Context: an optimization exercise on an open-source flow, tuned for small area. The choices shown serve that exercise and are no tape-out recipe.
RTL that was checked went through simulation tests only; none was proved equivalent to the original.
Power is estimated from default activity; no workload was simulated.

Setup of alpha:
Design planeController, start of the top module:
module planeController
#(
    parameter   OUT_NUM = 64,
    parameter   D_WIDTH = 8,     
    parameter   C_WIDTH = 5,      
    parameter   MCU_CLK_DIVIDER = 2  
)
(
    input       clk,
    input       reset,
    input       [D_WIDTH - 1:0] dataIn,
    input       dataEn,
    input       rs,
    output      [OUT_NUM - 1:0] pwmOut,
    output      mcuClk
);
reg [C_WIDTH - 1:0] mem [0:OUT_NUM - 1];
reg [D_WIDTH - 2:0] memAddr;  
reg [C_WIDTH - 1:0] cnt;  
reg incDec;  
reg pwmEnabled;  
reg prevDataEn;
reg syncDataEn;
reg dataEnNegEdge;
assign mcuClk = cnt[MCU_CLK_DIVIDER];
wire exec   = reset & dataEnNegEdge;
wire cmd    = exec & rs;
wire wr     = exec & ~rs;
wire clean  = cmd & (dataIn == 8'b0000_0001);
wire [D_WIDTH - 2:0] addrMatch = ~(memAddr ^ {(D_WIDTH - 1){incDec}});
wire [D_WIDTH - 2:0] addrToggle;
assign addrToggle[0] = 1'b1;
genvar k;
generate
for (k = 1; k < D_WIDTH - 1; k = k + 1) begin: addrStep
  ...
For scale: ~1100 cells after synthesis, roughly 340 flip-flops.
==> module planeController, before the edit <==
module planeController
#(
    parameter   OUT_NUM = 64,
    parameter   D_WIDTH = 8,     
    parameter   C_WIDTH = 5,      
    parameter   MCU_CLK_DIVIDER = 2  
)
(
    input       clk,
    input       reset,
    input       [D_WIDTH - 1:0] dataIn,
    input       dataEn,
    input       rs,
    output      [OUT_NUM - 1:0] pwmOut,
    output      mcuClk
);
reg [C_WIDTH - 1:0] mem [0:OUT_NUM - 1];
reg [D_WIDTH - 2:0] memAddr;  
reg [C_WIDTH - 1:0] cnt;  
reg incDec;  
reg pwmEnabled;  
reg prevDataEn;
reg syncDataEn;
reg dataEnNegEdge;
assign mcuClk = cnt[MCU_CLK_DIVIDER];
wire exec   = reset & dataEnNegEdge;
wire cmd    = exec & rs;
wire wr     = exec & ~rs;
wire clean  = cmd & (dataIn == 8'b0000_0001);
wire [D_WIDTH - 2:0] addrMatch = ~(memAddr ^ {(D_WIDTH - 1){incDec}});
wire [D_WIDTH - 2:0] addrToggle;
assign addrToggle[0] = 1'b1;
genvar k;
generate
for (k = 1; k < D_WIDTH - 1; k = k + 1) begin: addrStep
    assign addrToggle[k] = addrToggle[k - 1] & addrMatch[k - 1];
end
endgenerate
wire [D_WIDTH - 2:0] addrStepped = memAddr ^ addrToggle;
always @(posedge clk) begin
    if (!reset) begin
        pwmEnabled <= 1'b0;
        memAddr <= 1'b0;
        incDec <= 1'b0;
    end else begin
        if (dataEnNegEdge) begin
            if (rs == 1'b1) begin
                casez(dataIn)
                    8'b0000_001?: memAddr <= 'b0;  
                    8'b0000_01??: incDec <= dataIn[1];
                    8'b0000_1???: pwmEnabled <= dataIn[2];
                    8'b1???_????: memAddr <= dataIn[D_WIDTH - 2:0];  
                    default: ;
                endcase
            end else begin
                memAddr <= addrStepped;
            end
        end
    end
end
always @(posedge clk) begin
    dataEnNegEdge <= prevDataEn & ~syncDataEn;
    syncDataEn <= dataEn;
    prevDataEn <= syncDataEn;
end
wire [C_WIDTH - 1:0] cntToggle = {&cnt[3:0], &cnt[2:0], &cnt[1:0], cnt[0], 1'b1};
always @(posedge clk) begin
    if (!reset)
        cnt <= 0;
    else if (cnt[4] & cnt[3] & cnt[2] & cnt[1])
        cnt <= 0;
    else
        cnt <= cnt ^ cntToggle;
end
wire [C_WIDTH - 1:0] wdata = dataIn[C_WIDTH - 1:0] & {C_WIDTH{~clean}};
wire [C_WIDTH - 1:0] nc = ~(cnt | {C_WIDTH{~pwmEnabled}});
wire [7:0] ga, gb;
genvar j;
generate
for (j = 0; j < 8; j = j + 1) begin: dec
    assign ga[j] = clean | (wr & ~memAddr[6] & (memAddr[2:0] == j));
    assign gb[j] = clean | (memAddr[5:3] == j);
end
endgenerate
genvar i;
generate
for (i = 0; i < OUT_NUM; i = i + 1) begin: pwmOuts
    wire we = ga[i % 8] & gb[i / 8];
    always @(posedge clk) begin
        if (we)
            mem[i] <= wdata;
    end
    wire [C_WIDTH - 1:0] m = mem[i];
    wire g2;
    planeController_cmp3 lo (.m(m[2:0]), .n(nc[2:0]), .o(g2));
    planeController_cmp2 hi (.m(m[4:3]), .n(nc[4:3]), .ci(g2), .o(pwmOut[i]));
end
endgenerate
endmodule  
==> module planeController_cmp3, before the edit <==
module planeController_cmp3 (
    input  [2:0] m,
    input  [2:0] n,
    output o
);
    wire a = ~((m[1] & n[1]) | (m[0] & n[0]));
    wire b = ~((m[2] | n[2]) & (m[1] | n[1]));
    wire c = ~(m[2] & n[2]);
    assign o = ~((a | b) & c);
endmodule
==> flow/config.mk <==
export PLATFORM = sky130hd
export DESIGN_NAME = planeController
export DESIGN_NICKNAME = planeController
export VERILOG_FILES = /design/flow/design.v
export SDC_FILE = /design/flow/constraint.sdc
export NUM_CORES = 4
export LEC_CHECK = 0
export CAP_MARGIN = 20
export CORE_MARGIN = 2
export CORE_UTILIZATION = 65
export SLEW_MARGIN = 20
export SYNTH_HIERARCHICAL = 1
==> flow/constraint.sdc <==
create_clock -name core_clock -period 10.0 [get_ports {clk}]
set_input_delay 2.0000 -clock core_clock [delete_from_list [all_inputs] [get_ports {clk}]]
set_output_delay 2.0000 -clock core_clock [all_outputs]
set_load 0.01 [all_outputs]
standard.sh (not shown) runs the stock make flow with config.mk's settings and CLKGATE_MAP_FILE= SYNTH_SCRIPT=/design/flow/synth_recipe.tcl, a recipe that flattens the netlist after the stock synthesis.
==> flow/flow/run.sh <==
#!/bin/bash
# Layout flow: the standard ORFS flow (standard.sh), with
#  - clock tree synthesis of smaller clock buffers in larger clusters and
#    without dummy loads,
#  - port buffers of the smallest buffer cell.
# ORFS writes each step's log under orfs/logs; make's own output goes to
# standard.log.
set -e
export CTS_ARGS="-sink_clustering_enable -repair_clock_nets -dont_use_dummy_load -buf_list sky130_fd_sc_hd__clkbuf_4 -sink_clustering_size 10 -sink_clustering_max_diameter 50"
export BUFFER_PORTS_ARGS="-buffer_cell sky130_fd_sc_hd__buf_1"
bash standard.sh > standard.log 2>&1
The following lists how beta was set up differently from alpha:
diff --git a/flow/design.v b/flow/design.v
--- a/flow/design.v
+++ b/flow/design.v
@@ -27,16 +27,6 @@
 wire cmd    = exec & rs;
 wire wr     = exec & ~rs;
 wire clean  = cmd & (dataIn == 8'b0000_0001);
-wire [D_WIDTH - 2:0] addrMatch = ~(memAddr ^ {(D_WIDTH - 1){incDec}});
-wire [D_WIDTH - 2:0] addrToggle;
-assign addrToggle[0] = 1'b1;
-genvar k;
-generate
-for (k = 1; k < D_WIDTH - 1; k = k + 1) begin: addrStep
-    assign addrToggle[k] = addrToggle[k - 1] & addrMatch[k - 1];
-end
-endgenerate
-wire [D_WIDTH - 2:0] addrStepped = memAddr ^ addrToggle;
 always @(posedge clk) begin
     if (!reset) begin
         pwmEnabled <= 1'b0;
@@ -53,7 +43,10 @@
                     default: ;
                 endcase
             end else begin
-                memAddr <= addrStepped;
+                if (incDec)
+                    memAddr <= memAddr + 1'b1;
+                else
+                    memAddr <= memAddr - 1'b1;
             end
         end
     end
@@ -63,17 +56,18 @@
     syncDataEn <= dataEn;
     prevDataEn <= syncDataEn;
 end
-wire [C_WIDTH - 1:0] cntToggle = {&cnt[3:0], &cnt[2:0], &cnt[1:0], cnt[0], 1'b1};
 always @(posedge clk) begin
     if (!reset)
         cnt <= 0;
     else if (cnt[4] & cnt[3] & cnt[2] & cnt[1])
         cnt <= 0;
     else
-        cnt <= cnt ^ cntToggle;
+        cnt <= cnt + 1'b1;
 end
-wire [C_WIDTH - 1:0] wdata = dataIn[C_WIDTH - 1:0] & {C_WIDTH{~clean}};
-wire [C_WIDTH - 1:0] nc = ~(cnt | {C_WIDTH{~pwmEnabled}});
+wire [C_WIDTH - 1:0] wdata = {dataIn[C_WIDTH - 1:1] & {(C_WIDTH - 1){~clean}},
+                              ~dataIn[0] | clean};
+wire [C_WIDTH - 1:0] c = cnt | {C_WIDTH{~pwmEnabled}};
+wire [C_WIDTH - 1:0] nc = ~c;
 wire [7:0] ga, gb;
 genvar j;
 generate
@@ -91,22 +85,13 @@
             mem[i] <= wdata;
     end
     wire [C_WIDTH - 1:0] m = mem[i];
+    wire g0 = ~(m[0] | c[0]);
     wire g2;
-    planeController_cmp3 lo (.m(m[2:0]), .n(nc[2:0]), .o(g2));
+    planeController_cmp2 lo (.m(m[2:1]), .n(nc[2:1]), .ci(g0), .o(g2));
     planeController_cmp2 hi (.m(m[4:3]), .n(nc[4:3]), .ci(g2), .o(pwmOut[i]));
 end
 endgenerate
 endmodule  
-module planeController_cmp3 (
-    input  [2:0] m,
-    input  [2:0] n,
-    output o
-);
-    wire a = ~((m[1] & n[1]) | (m[0] & n[0]));
-    wire b = ~((m[2] | n[2]) & (m[1] | n[1]));
-    wire c = ~(m[2] & n[2]);
-    assign o = ~((a | b) & c);
-endmodule
 module planeController_cmp2 (
     input  [1:0] m,
     input  [1:0] n,
## What came out
[compare] base=alpha new=beta: wire length has increased; layout overhead on the synthesized area has decreased; fraction of standard cell area in multi-input logic has increased; final area has increased; non-clock buffer count has decreased.
Sort beta and alpha by power per unit of standard cell area, descending, and alpha comes first.
No functional check of the RTL was part of any run of this note.

Setup of job 3019:
planeController, a different RTL version from the one above (not shown whole).
Size in the first run: roughly 1100 cells after synthesis, roughly 77 I/O pins, roughly 14000 µm² of cells after synthesis.
==> module planeController, before the edit <==
module planeController
#(
    parameter   OUT_NUM = 64,
    parameter   D_WIDTH = 8,     
    parameter   C_WIDTH = 5,      
    parameter   MCU_CLK_DIVIDER = 2  
)
(
    input       clk,
    input       reset,
    input       [D_WIDTH - 1:0] dataIn,
    input       dataEn,
    input       rs,
    output      [OUT_NUM - 1:0] pwmOut,
    output      mcuClk
);
reg [C_WIDTH - 1:0] mem [0:OUT_NUM - 1];
reg [D_WIDTH - 2:0] memAddr;  
reg [C_WIDTH - 1:0] cnt;  
reg incDec;  
reg pwmEnabled;  
reg prevDataEn;
reg syncDataEn;
reg dataEnNegEdge;
assign mcuClk = cnt[MCU_CLK_DIVIDER];
wire exec   = reset & dataEnNegEdge;
wire cmd    = exec & rs;
wire wr     = exec & ~rs;
wire clean  = cmd & (dataIn == 8'b0000_0001);
wire [D_WIDTH - 2:0] addrMatch = ~(memAddr ^ {(D_WIDTH - 1){incDec}});
wire [D_WIDTH - 2:0] addrToggle;
assign addrToggle[0] = 1'b1;
genvar k;
generate
for (k = 1; k < D_WIDTH - 1; k = k + 1) begin: addrStep
    assign addrToggle[k] = addrToggle[k - 1] & addrMatch[k - 1];
end
endgenerate
wire [D_WIDTH - 2:0] addrStepped = memAddr ^ addrToggle;
always @(posedge clk) begin
    if (!reset) begin
        pwmEnabled <= 1'b0;
        memAddr <= 1'b0;
        incDec <= 1'b0;
    end else begin
        if (dataEnNegEdge) begin
            if (rs == 1'b1) begin
                casez(dataIn)
                    8'b0000_001?: memAddr <= 'b0;  
                    8'b0000_01??: incDec <= dataIn[1];
                    8'b0000_1???: pwmEnabled <= dataIn[2];
                    8'b1???_????: memAddr <= dataIn[D_WIDTH - 2:0];  
                    default: ;
                endcase
            end else begin
                memAddr <= addrStepped;
            end
        end
    end
end
always @(posedge clk) begin
    dataEnNegEdge <= prevDataEn & ~syncDataEn;
    syncDataEn <= dataEn;
    prevDataEn <= syncDataEn;
end
wire [C_WIDTH - 1:0] cntToggle = {&cnt[3:0], &cnt[2:0], &cnt[1:0], cnt[0], 1'b1};
always @(posedge clk) begin
    if (!reset)
        cnt <= 0;
    else if (cnt[4] & cnt[3] & cnt[2] & cnt[1])
        cnt <= 0;
    else
        cnt <= cnt ^ cntToggle;
end
wire [C_WIDTH - 1:0] wdata = {dataIn[C_WIDTH - 1:1] & {(C_WIDTH - 1){~clean}},
                              ~dataIn[0] | clean};
wire [C_WIDTH - 1:0] c = cnt | {C_WIDTH{~pwmEnabled}};
wire [C_WIDTH - 1:0] nc = ~c;
wire [7:0] ga, gb;
genvar j;
generate
for (j = 0; j < 8; j = j + 1) begin: dec
    assign ga[j] = clean | (wr & ~memAddr[6] & (memAddr[2:0] == j));
    assign gb[j] = clean | (memAddr[5:3] == j);
end
endgenerate
genvar i;
generate
for (i = 0; i < OUT_NUM; i = i + 1) begin: pwmOuts
    wire we = ga[i % 8] & gb[i / 8];
    always @(posedge clk) begin
        if (we)
            mem[i] <= wdata;
    end
    wire [C_WIDTH - 1:0] m = mem[i];
    wire g0 = ~(m[0] | c[0]);
    wire g2;
    planeController_cmp2 lo (.m(m[2:1]), .n(nc[2:1]), .ci(g0), .o(g2));
    planeController_cmp2 hi (.m(m[4:3]), .n(nc[4:3]), .ci(g2), .o(pwmOut[i]));
end
endgenerate
endmodule  
Settings: LEC_CHECK=0, CAP_MARGIN=20, CORE_MARGIN=2, CORE_UTILIZATION=65, SLEW_MARGIN=20, SYNTH_HIERARCHICAL=1; clock period 10.0 ns.
Scripts as last shown in full above: flow/flow/run.sh
#### Input delta (job 3759 over job 3019)
==> flow/design.v, changed modules only <==
module planeController
#(
    parameter   OUT_NUM = 64,
    parameter   D_WIDTH = 8,     
    parameter   C_WIDTH = 5,      
    parameter   MCU_CLK_DIVIDER = 2  
)
(
    input       clk,
    input       reset,
    input       [D_WIDTH - 1:0] dataIn,
    input       dataEn,
    input       rs,
    output      [OUT_NUM - 1:0] pwmOut,
    output      mcuClk
);
reg [C_WIDTH - 1:0] mem [0:OUT_NUM - 1];
reg [D_WIDTH - 2:0] memAddr;  
reg [C_WIDTH - 1:0] cnt;  
reg incDec;  
reg pwmEnabled;  
reg prevDataEn;
reg syncDataEn;
reg dataEnNegEdge;
assign mcuClk = cnt[MCU_CLK_DIVIDER];
wire exec   = reset & dataEnNegEdge;
wire cmd    = exec & rs;
wire wr     = exec & ~rs;
wire clean  = cmd & (dataIn == 8'b0000_0001);
wire [D_WIDTH - 2:0] addrMatch = ~(memAddr ^ {(D_WIDTH - 1){incDec}});
wire [D_WIDTH - 2:0] addrToggle;
assign addrToggle[0] = 1'b1;
genvar k;
generate
for (k = 1; k < D_WIDTH - 1; k = k + 1) begin: addrStep
    assign addrToggle[k] = addrToggle[k - 1] & addrMatch[k - 1];
end
endgenerate
wire [D_WIDTH - 2:0] addrStepped = memAddr ^ addrToggle;
always @(posedge clk) begin
    if (!reset) begin
        pwmEnabled <= 1'b0;
        memAddr <= 1'b0;
        incDec <= 1'b0;
    end else begin
        if (dataEnNegEdge) begin
            if (rs == 1'b1) begin
                casez(dataIn)
                    8'b0000_001?: memAddr <= 'b0;  
                    8'b0000_01??: incDec <= dataIn[1];
                    8'b0000_1???: pwmEnabled <= dataIn[2];
                    8'b1???_????: memAddr <= dataIn[D_WIDTH - 2:0];  
                    default: ;
                endcase
            end else begin
                memAddr <= addrStepped;
            end
        end
    end
end
always @(posedge clk) begin
    dataEnNegEdge <= prevDataEn & ~syncDataEn;
    syncDataEn <= dataEn;
    prevDataEn <= syncDataEn;
end
wire [C_WIDTH - 1:0] cntToggle = {&cnt[3:0], &cnt[2:0], &cnt[1:0], cnt[0], 1'b1};
always @(posedge clk) begin
    if (!reset)
        cnt <= 0;
    else if (cnt[4] & cnt[3] & cnt[2] & cnt[1])
        cnt <= 0;
    else
        cnt <= cnt ^ cntToggle;
end
wire [C_WIDTH - 1:0] wdata;
wire [C_WIDTH - 1:0] nc;
wire [7:0] nga, ngb;
planeController_shared shared (
    .dataIn(dataIn[C_WIDTH - 1:0]), .clean(clean), .wr(wr), .cnt(cnt),
    .pwmEnabled(pwmEnabled), .memAddr(memAddr),
    .wdata(wdata), .nc(nc), .nga(nga), .ngb(ngb)
);
genvar i;
generate
for (i = 0; i < OUT_NUM; i = i + 1) begin: pwmOuts
    wire we = ~(nga[i % 8] | ngb[i / 8]);
    always @(posedge clk) begin
        if (we)
            mem[i] <= wdata;
    end
    wire [C_WIDTH - 1:0] m = mem[i];
    wire g2;
    planeController_cmp3 lo (.m(m[2:0]), .n(nc[2:0]), .o(g2));
    planeController_cmp2 hi (.m(m[4:3]), .n(nc[4:3]), .ci(g2), .o(pwmOut[i]));
end
endgenerate
endmodule  
module planeController_shared (
    input  [4:0] dataIn,
    input        clean,
    input        wr,
    input  [4:0] cnt,
    input        pwmEnabled,
    input  [6:0] memAddr,
    output [4:0] wdata,
    output [4:0] nc,
    output [7:0] nga,
    output [7:0] ngb
);
    assign wdata = dataIn & {5{~clean}};
    assign nc = ~(cnt | {5{~pwmEnabled}});
    genvar j;
    for (j = 0; j < 8; j = j + 1) begin: dec
        assign nga[j] = ~(clean | (wr & ~memAddr[6] & (memAddr[2:0] == j)));
        assign ngb[j] = ~(clean | (memAddr[5:3] == j));
    end
endmodule
module planeController_cmp3 (
    input  [2:0] m,
    input  [2:0] n,
    output o
);
    wire a = ~((m[1] & n[1]) | (m[0] & n[0]));
    wire b = ~((m[2] | n[2]) & (m[1] | n[1]));
    wire c = ~(m[2] & n[2]);
    assign o = ~((a | b) & c);
endmodule
### Flow results
[compare] base=job 3019 new=job 3759: final area increased by about 0.6% relative to the old numbers; post-route clock period utilization decreased by 2.6 points relative to the old numbers. From job 3019 to job 3759, number of standard-cell rows in the floorplan did not move at all. Against job 3019 as the reference, job 3759 delivers a higher first-pass iteration count of the detailed router. Combined buffer and inverter count along the critical path: job 3759 vs job 3019 up 1. Of job 3759 and job 3019, it is job 3759 that has the lower number of clock buffers in the layout.
Only the layout flow was run in job 3759; the RTL was not checked for function there.

## separate check: timing with driven ports
Ports are ideal in the flow. The routed layouts listed here were re-timed in OpenROAD.
Step 1 (the two cells are an assumption about what drives the block):
set clk [get_ports {clk}]
set_driving_cell -lib_cell sky130_fd_sc_hd__clkbuf_16 $clk
set_driving_cell -lib_cell sky130_fd_sc_hd__buf_2 [delete_from_list [all_inputs] $clk]
Step 2 times the ports against the registers' clock, not the clock port: input delays grow and output delays shrink by t, the midpoint of the rising clock arrivals with the driver on.
a / b / c = no drivers / after step 1 / after step 2; a / b = the first two.
| run | shift t [ns] | setup slack, ns | latest minus earliest clock arrival (ns) |
|---|---|---|---|
| alpha | 0.650 | 4.058 / 4.019 / 4.669 | 0.077 / 0.077 |
| beta | 0.681 | 4.144 / 4.099 / 4.780 | 0.049 / 0.050 |
| job 3019 | 0.671 | 4.200 / 4.157 / 4.828 | 0.093 / 0.093 |
| job 3759 | 0.681 | 4.456 / 4.418 / 5.099 | 0.056 / 0.056 |
After both steps setup and hold are still met in every run listed.
